Context: an optimization exercise on an open-source flow, tuned for small area. The choices shown serve that exercise and are no tape-out recipe. Function was checked by simulation only, so behaviour that the tests miss may differ from the original. Power figures rest on the tool's default switching activity, not on a simulated workload.

JK:
// top_level
module top_level (
    clk, rst, seed,
    action, state, next_state, step_o, phase, episode_o, q_cur, q_next
);
    input clk, rst;
    input [11:0] seed;
    output [1:0] action;
    output [3:0] state;
    output [3:0] next_state;
    output [3:0] step_o;
    output [3:0] phase;
    output [11:0] episode_o;
    output [63:0] q_cur;
    output [63:0] q_next;
    integer r, p, i;
    function [15:0] w2init;           
        input integer row, col;
        begin
            case (row)
            0: case (col)
                0: w2init = 16'b0000000110101011;
                1: w2init = 16'b0000001000100111;
                2: w2init = 16'b0000000010001111;
                3: w2init = 16'b0000000000101000;
                default: w2init = 16'b0000001010111111;
               endcase
            1: w2init = 16'b0000000101001101;
            2: w2init = 16'b0000000100101010;
            3: w2init = 16'b0000000110001001;
            4: w2init = 16'b0000000100000110;
            5: w2init = 16'b0000000100100100;
            6: w2init = 16'b0000000110000011;
            7: w2init = 16'b0000000110101000;
            default: w2init = 16'b0000000100010010;
            endcase
        end
    endfunction
    function [15:0] w3init;           
        input integer out, col;
        begin
            case (out*5+col)
            0:  w3init = 16'b0000000111001010;
            1:  w3init = 16'b0000001110100010;
            2:  w3init = 16'b0000000100101100;
            3:  w3init = 16'b0000000100100110;
            4:  w3init = 16'b0000000010000101;
            5:  w3init = 16'b0000000000010100;
            6:  w3init = 16'b0000001010110111;
            7:  w3init = 16'b0000000011011101;
            8:  w3init = 16'b0000000100100110;
            9:  w3init = 16'b0000000010110101;
            10: w3init = 16'b0000000000010110;
            11: w3init = 16'b0000001110000100;
            12: w3init = 16'b0000000101100100;
            13: w3init = 16'b0000000001011010;
            14: w3init = 16'b0000000100110110;
            15: w3init = 16'b0000000010100011;
  ...
Size in the first run: roughly 7800 cells after synthesis, roughly 170 I/O pins, ~0.081 mm^2 of cells after synthesis.
==> flow/config.mk <==
export PLATFORM = sky130hd
export DESIGN_NAME = top_level
export DESIGN_NICKNAME = top_level
export VERILOG_FILES = /design/flow/design.v
export SDC_FILE = /design/flow/constraint.sdc
export NUM_CORES = 8
export LEC_CHECK = 0
export CAP_MARGIN = 20
export CORE_MARGIN = 2
export CORE_UTILIZATION = 70
export CTS_BUF_LIST = sky130_fd_sc_hd__clkbuf_8
export CTS_CLUSTER_DIAMETER = 70
export CTS_CLUSTER_SIZE = 18
export PLACE_DENSITY = 0.8
export SLEW_MARGIN = 20
export SYNTH_HIERARCHICAL = 1
export SYNTH_MINIMUM_KEEP_SIZE = 0
==> flow/constraint.sdc <==
create_clock -name core_clock -period 20.0 [get_ports {clk}]
set_input_delay 4.0000 -clock core_clock [delete_from_list [all_inputs] [get_ports {clk}]]
set_output_delay 4.0000 -clock core_clock [all_outputs]
set_load 0.01 [all_outputs]
standard.sh (not shown) runs the stock make flow with config.mk's settings and CLKGATE_MAP_FILE= SYNTH_SCRIPT=/design/flow/synth_recipe.tcl, a recipe that flattens the netlist after the stock synthesis.
==> flow/flow/run.sh <==
#!/bin/bash
set -euo pipefail
export BUFFER_PORTS_ARGS="-buffer_cell sky130_fd_sc_hd__buf_1"
export CTS_ARGS="-sink_clustering_enable -repair_clock_nets -dont_use_dummy_load -buf_list sky130_fd_sc_hd__clkbuf_8 -sink_clustering_size 18 -sink_clustering_max_diameter 70"
bash standard.sh > standard.log 2>&1
Setup changes, JK to MS
# JK
export LEC_CHECK = 0
export CAP_MARGIN = 20
export CORE_MARGIN = 2
export CORE_UTILIZATION = 70
export CTS_BUF_LIST = sky130_fd_sc_hd__clkbuf_8
export CTS_CLUSTER_DIAMETER = 70
export CTS_CLUSTER_SIZE = 18
export PLACE_DENSITY = 0.8
export SLEW_MARGIN = 20
export SYNTH_HIERARCHICAL = 1
export SYNTH_MINIMUM_KEEP_SIZE = 0
create_clock -name core_clock -period 20.0 [get_ports {clk}]
# MS
export LEC_CHECK = 0
export CAP_MARGIN = 20
export CORE_MARGIN = 2
export CORE_UTILIZATION = 70
export CTS_BUF_LIST = sky130_fd_sc_hd__clkbuf_8
export CTS_CLUSTER_DIAMETER = 80
export CTS_CLUSTER_SIZE = 15
export PLACE_DENSITY = 0.8
export SLEW_MARGIN = 20
export SYNTH_HIERARCHICAL = 1
export SYNTH_MINIMUM_KEEP_SIZE = 0
create_clock -name core_clock -period 20.0 [get_ports {clk}]
==> flow/flow/run.sh <==
#!/bin/bash
set -euo pipefail
export BUFFER_PORTS_ARGS="-buffer_cell sky130_fd_sc_hd__buf_1"
export CTS_ARGS="-sink_clustering_enable -repair_clock_nets -dont_use_dummy_load -buf_list sky130_fd_sc_hd__clkbuf_8 -sink_clustering_size 15 -sink_clustering_max_diameter 80"
bash standard.sh > standard.log 2>&1
Findings:
Going from JK to MS, share of total power consumed by net switching flat; number of cells on the critical path has increased; final design area excluding fillers essentially unchanged; setup slack went down by 0.093 ns. In terms of global-route usage, JK and MS differ only marginally. The lower clock network power share came out of JK. Per the comparison of MS with JK, sum of routed wire length over all layers comparable, xor and xnor area share after synthesis comparable, reported net switching power now smaller.
Relative to MS, the following input files were edited for AL:
# MS
export LEC_CHECK = 0
export CAP_MARGIN = 20
export CORE_MARGIN = 2
export CORE_UTILIZATION = 70
export CTS_BUF_LIST = sky130_fd_sc_hd__clkbuf_8
export CTS_CLUSTER_DIAMETER = 80
export CTS_CLUSTER_SIZE = 15
export PLACE_DENSITY = 0.8
export SLEW_MARGIN = 20
export SYNTH_HIERARCHICAL = 1
export SYNTH_MINIMUM_KEEP_SIZE = 0
create_clock -name core_clock -period 20.0 [get_ports {clk}]
# AL
export LEC_CHECK = 0
export CAP_MARGIN = 20
export CORE_MARGIN = 2
export CORE_UTILIZATION = 70
export CTS_BUF_LIST = sky130_fd_sc_hd__clkbuf_16
export CTS_CLUSTER_DIAMETER = 100
export CTS_CLUSTER_SIZE = 24
export PLACE_DENSITY = 0.8
export SLEW_MARGIN = 20
export SYNTH_HIERARCHICAL = 1
export SYNTH_MINIMUM_KEEP_SIZE = 0
create_clock -name core_clock -period 20.0 [get_ports {clk}]
==> flow/flow/run.sh <==
#!/bin/bash
set -euo pipefail
export BUFFER_PORTS_ARGS="-buffer_cell sky130_fd_sc_hd__buf_1"
export CTS_ARGS="-sink_clustering_enable -repair_clock_nets -dont_use_dummy_load -buf_list sky130_fd_sc_hd__clkbuf_16 -sink_clustering_size 24 -sink_clustering_max_diameter 100"
bash standard.sh > standard.log 2>&1
--- outcome ---
Per the final summary, AL finished and its layout is clean on timing, DRC and antenna.
Delta (AL minus MS): total wirelength of the detailed-routed design increased 0.40%; worst setup slack went up by 0.11 ns; number of signal-net buffers in the layout has remained practically unchanged; first-iteration DRC count rose about 1.3%; insertion delay of the later-clocked pin in the worst-skew pair dropped 0.04 ns.
Looking at slowest cell on the critical path, the sky130_fd_sc_hd__and4b_1 result is from MS; the sky130_fd_sc_hd__edfxtp_1 one comes from AL.
Going from MS to AL, the minimum period implied by the final worst setup slack was found to have gone down by 0.11 ns.
MS → AL: synthesis-to-finish area growth now larger, number of iterations in the first detailed-routing pass now smaller.
Changes observed in AL relative to MS: starting density of the core saw little to no change, power consumption saw an increase.
AL vs MS, end point of the critical path: dl0[4] vs dl2[4]

## separate check: timing with driven ports
In the flow no input, the clock included, has a driving cell. The finished layouts below were timed again as built, in two steps.
Step 1: set_driving_cell puts a clkbuf_16 on clk and a buf_2 on each other input, an assumption about the parent block.
Step 2 adds t to the input delays and takes it off the output delays; t is the mean of the earliest and latest rising clock arrival at the registers after step 1. Input paths then give back, and output paths get back, about the clock's delay inside the block.
a / b / c = no drivers / after step 1 / after step 2; a / b = the first two.
| run | t, ns | setup WS [ns] | slew at the worst register clock pin (ns) |
|---|---|---|---|
| JK | 0.826 | 1.239 / 1.239 / 1.239 | 0.12 / 0.12 |
| MS | 0.805 | 1.146 / 1.146 / 1.146 | 0.11 / 0.11 |
| AL | 0.754 | 1.258 / 1.258 / 1.258 | 0.11 / 0.11 |
After both steps setup and hold are still met in every run listed.
